This design comes from an exercise in tuning for small area, a short achievable clock period and few clock cycles on the open sky130 flow, not from production work.
The RTL was checked by simulation tests, not by an equivalence proof against the original design.
Power figures rest on the tool's default switching activity, not on a simulated workload.

## rev 12
// cordic_core
module cordic_core(input clk, input rst, input start, input [3:0] func, input [15:0] op1, input [15:0] op2,
    output busy, output done, output [31:0] result);
Size in the first run: about 1600 cells after synthesis.
clock: 12.0 ns
lec_check: 0
abc_area: 1
cap_margin: 20
core_margin: 2
core_utilization: 40
slew_margin: 20
standard.sh (not shown) runs the stock make flow with config.mk's settings and CLKGATE_MAP_FILE= SYNTH_SCRIPT=/design/flow/synth_recipe.tcl, a recipe that flattens the netlist after the stock synthesis.
==> flow/flow/run.sh <==
#!/bin/bash
# Standard synthesis, then the standard layout with repair_timing aiming for a larger setup margin.
set -euo pipefail
bash standard.sh synth > flow_synth.log 2>&1
bash standard.sh SETUP_SLACK_MARGIN=8.5 TNS_END_PERCENT=0 finish > flow_layout.log 2>&1
Testbench counts of rev 12, summed over its fixed seeds: cycles 77,452.
Relative to rev 12, the following input files were edited for rev 13:
--- a/flow/design.v
+++ b/flow/design.v
@@ -1,25 +1,25 @@
 `timescale 1ns / 1ps
 module cordic_core(input clk, input rst, input start, input [3:0] func, input [15:0] op1, input [15:0] op2,
     output busy, output done, output [31:0] result);
     reg busy_r, done_r;
     reg prep, first;
     reg [1:0] pst;
     reg [3:0] f;
     reg m_cir, m_asn, m_acs, m_hro, m_hve;
     reg [3:0] cnt;
     reg signed [15:0] x, y, t;
     reg [15:0] z;
     reg r16, rhi;
-    reg lt, zsg, ypos;
+    reg zsg;
     assign busy = busy_r;
     assign done = done_r;
     assign result = {{15{rhi}}, r16, z};
     wire circular = (f[3:1] == 3'd0) | (f[3:1] == 3'd1);
     wire m_ln = f[3];
     wire m_hrot = (f == 4'd4) | (f == 4'd5) | (f == 4'd6);
     reg [15:0] rom;
     always @(*)
     begin
         if(circular)
             case(cnt)
                 4'd0: rom = 16'b0011001001000011;
@@ -67,48 +67,39 @@
                 4'd7: rom = 16'b0000000010000000;
                 4'd8: rom = 16'b0000000001000000;
                 4'd9: rom = 16'b0000000000100000;
                 4'd10: rom = 16'b0000000000010000;
                 4'd11: rom = 16'b0000000000001000;
                 4'd12: rom = 16'b0000000000000100;
                 4'd13: rom = 16'b0000000000000010;
                 4'd14: rom = 16'b0000000000000001;
                 default: rom = 16'd0;
             endcase
     end
     wire d0 = ~t[15] & (t != 16'd0);
+    wire lt = (y < t);
+    wire ypos = ~y[15] & (y != 16'd0);
     wire mc = ({x[1:0], 4'd0} < x[5:0]);
     wire pp1 = (pst == 2'd2);
     wire sub_x = (m_cir & y[15]) | (m_asn & lt) | (m_acs & lt) | (m_hro & zsg) | (m_hve & ypos) | pp1;
     wire sub_y = (m_cir & ~y[15]) | (m_asn & ~lt) | (m_acs & ~lt) | (m_hro & zsg) | (m_hve & ypos);
     wire sub_z = (m_cir & y[15]) | (m_asn & ~lt) | (m_acs & lt) | (m_hro & ~zsg) | (m_hve & ~ypos);
     wire cin_x = pp1 ? ~mc : sub_x;
     wire signed [15:0] xs = x >>> cnt;
     wire signed [15:0] ys = y >>> cnt;
     wire [16:0] zs = first ? {1'b0, (m_hrot ? t : 16'h0000)} : {r16, z};
     wire [15:0] yb = xs ^ {16{sub_y}};
     wire [16:0] xn = {x[15], x} + ({ys[15], ys} ^ {17{sub_x}}) + {16'd0, cin_x};
     wire [15:0] yn = y + yb + {15'd0, sub_y};
     wire [16:0] zn = zs + ({1'b0, rom} ^ {17{sub_z}}) + {16'd0, sub_z};
-    wire [15:0] zk = {y[14:0] | yb[14:0], sub_y};
-    wire yn_zero = &(~(y ^ yb ^ zk));
-    wire ypos_next = ~yn[15] & ~yn_zero;
-    wire [16:0] ca = {y[15], y};
-    wire [16:0] cb = {xs[15], xs} ^ {17{~lt}};
-    wire [16:0] cc = ~{t[15], t};
-    wire [16:0] cs_s = ca ^ cb ^ cc;
-    wire [16:0] cs_c = (ca & cb) | (ca & cc) | (cb & cc);
-    wire [17:0] cs_v = {cs_s, 1'b1} + {cs_c[15:0], 1'b1, ~lt};
-    wire lt_next = cs_v[17];
-    wire lt_first = d0 ? (t > 16'sh26DD) : (t > -16'sh26DD);
     wire [15:0] yprep = {x[15:14] - 2'b01, x[13:0]};
     wire last = (f == 4'd0 || f[3:1] == 3'd1) ? (cnt == 4'd13) :
                 ((f == 4'd7 || m_ln) ? (cnt == 4'd14) : (cnt == 4'd15));
     always @(posedge clk)
     begin
         if(rst)
         begin
             busy_r <= 0;
             done_r <= 0;
             prep <= 0;
             first <= 0;
             pst <= 0;
@@ -116,40 +107,38 @@
         else if(!busy_r)
         begin
             x <= op1;
             y <= op2;
             t <= op1;
             f <= func;
             m_cir <= (func[3:1] == 3'd0);
             m_acs <= (func[3:1] == 3'd1) & ~func[0];
             m_asn <= (func[3:1] == 3'd1) & func[0];
             m_hro <= (func[3:1] == 3'd2) | (func[3:0] == 4'd6);
             m_hve <= (func[3:0] == 4'd7) | func[3];
             zsg <= op1[15];
-            ypos <= ~op2[15] & (op2 != 16'd0);
             cnt <= {3'd0, func[3] | func[2]};
             if(start)
             begin
                 busy_r <= 1;
                 done_r <= 0;
                 prep <= func[3];
                 first <= 1;
                 pst <= 0;
             end
         end
         else if(prep)
         begin
             x <= {x[15:14] + 2'b01, x[13:0]};
             y <= yprep;
-            ypos <= ~yprep[15] & (yprep != 16'd0);
             prep <= 0;
         end
         else if(pst == 2'd1)
         begin
             y <= x;
             cnt <= 4'd6;
             pst <= 2'd2;
         end
         else if(pst == 2'd2)
         begin
             x <= xn[15:0];
             cnt <= 4'd2;
@@ -167,27 +156,25 @@
                 rhi <= xn[16];
             end
             else
             begin
                 z <= xn[15:0];
                 rhi <= 0;
             end
         end
         else
         begin
             first <= 0;
             cnt <= cnt + 4'd1;
-            lt <= first ? lt_first : lt_next;
             zsg <= zn[15];
-            ypos <= ypos_next;
             r16 <= m_ln & zn[16];
             rhi <= 0;
             if(first && (m_asn || m_acs))
             begin
                 x <= 16'h26DD;
                 y <= d0 ? 16'h26DD : -16'sh26DD;
                 if(m_acs)
                     z <= d0 ? 16'h6487 - 16'h3243 : 16'h6487 + 16'h3243;
                 else
                     z <= d0 ? 16'h3243 : -16'sh3243;
             end
             else
[summary]
On number of fill cells: rev 13 sits below rev 12.
Looking at the reports, rev 13 completed the entire flow and the layout it produced met the timing, design-rule and antenna checks.
Measured against each other, rev 12 and rev 13 differ in number of gates resized after cts, the lower figure coming from rev 13.
Comparing rev 12 and rev 13, the lower post-placement worst setup slack was measured on rev 13.
Of rev 12 and rev 13, rev 13 shows the lower routed wire length, with rev 12 above it.
Power consumption went down by more than 10% going from rev 12 to rev 13.
There was hardly any difference in post-synthesis mux area share between rev 12 and rev 13.
Testbench counts of rev 13, summed over its fixed seeds: cycles 77,452.

[re-timing with driven ports]
In the flow no input, the clock included, has a driving cell. The finished layouts below were timed again as built, in two steps.
Step 1, drivers: a clkbuf_16 drives clk and a buf_2 each remaining input, both assumed.
Step 2 times the ports against the registers' clock, not the clock port: input delays grow and output delays shrink by t, the midpoint of the rising clock arrivals with the driver on.
a / b / c = ideal ports / drivers / drivers and shift; a / b = the first two.
run | shift t [ns] | slack for setup (ns) | worst data-port slew with drivers (ns)
rev 12 | 0.411 | 7.994 / 7.994 / 7.894 | 0.05
rev 13 | 0.406 | 7.676 / 7.676 / 7.676 | 0.04
After both steps every run listed still meets setup and hold. For rev 12, which loses most, drivers alone change the setup slack by 0.000 ns; drivers and shift together by -0.100 ns.
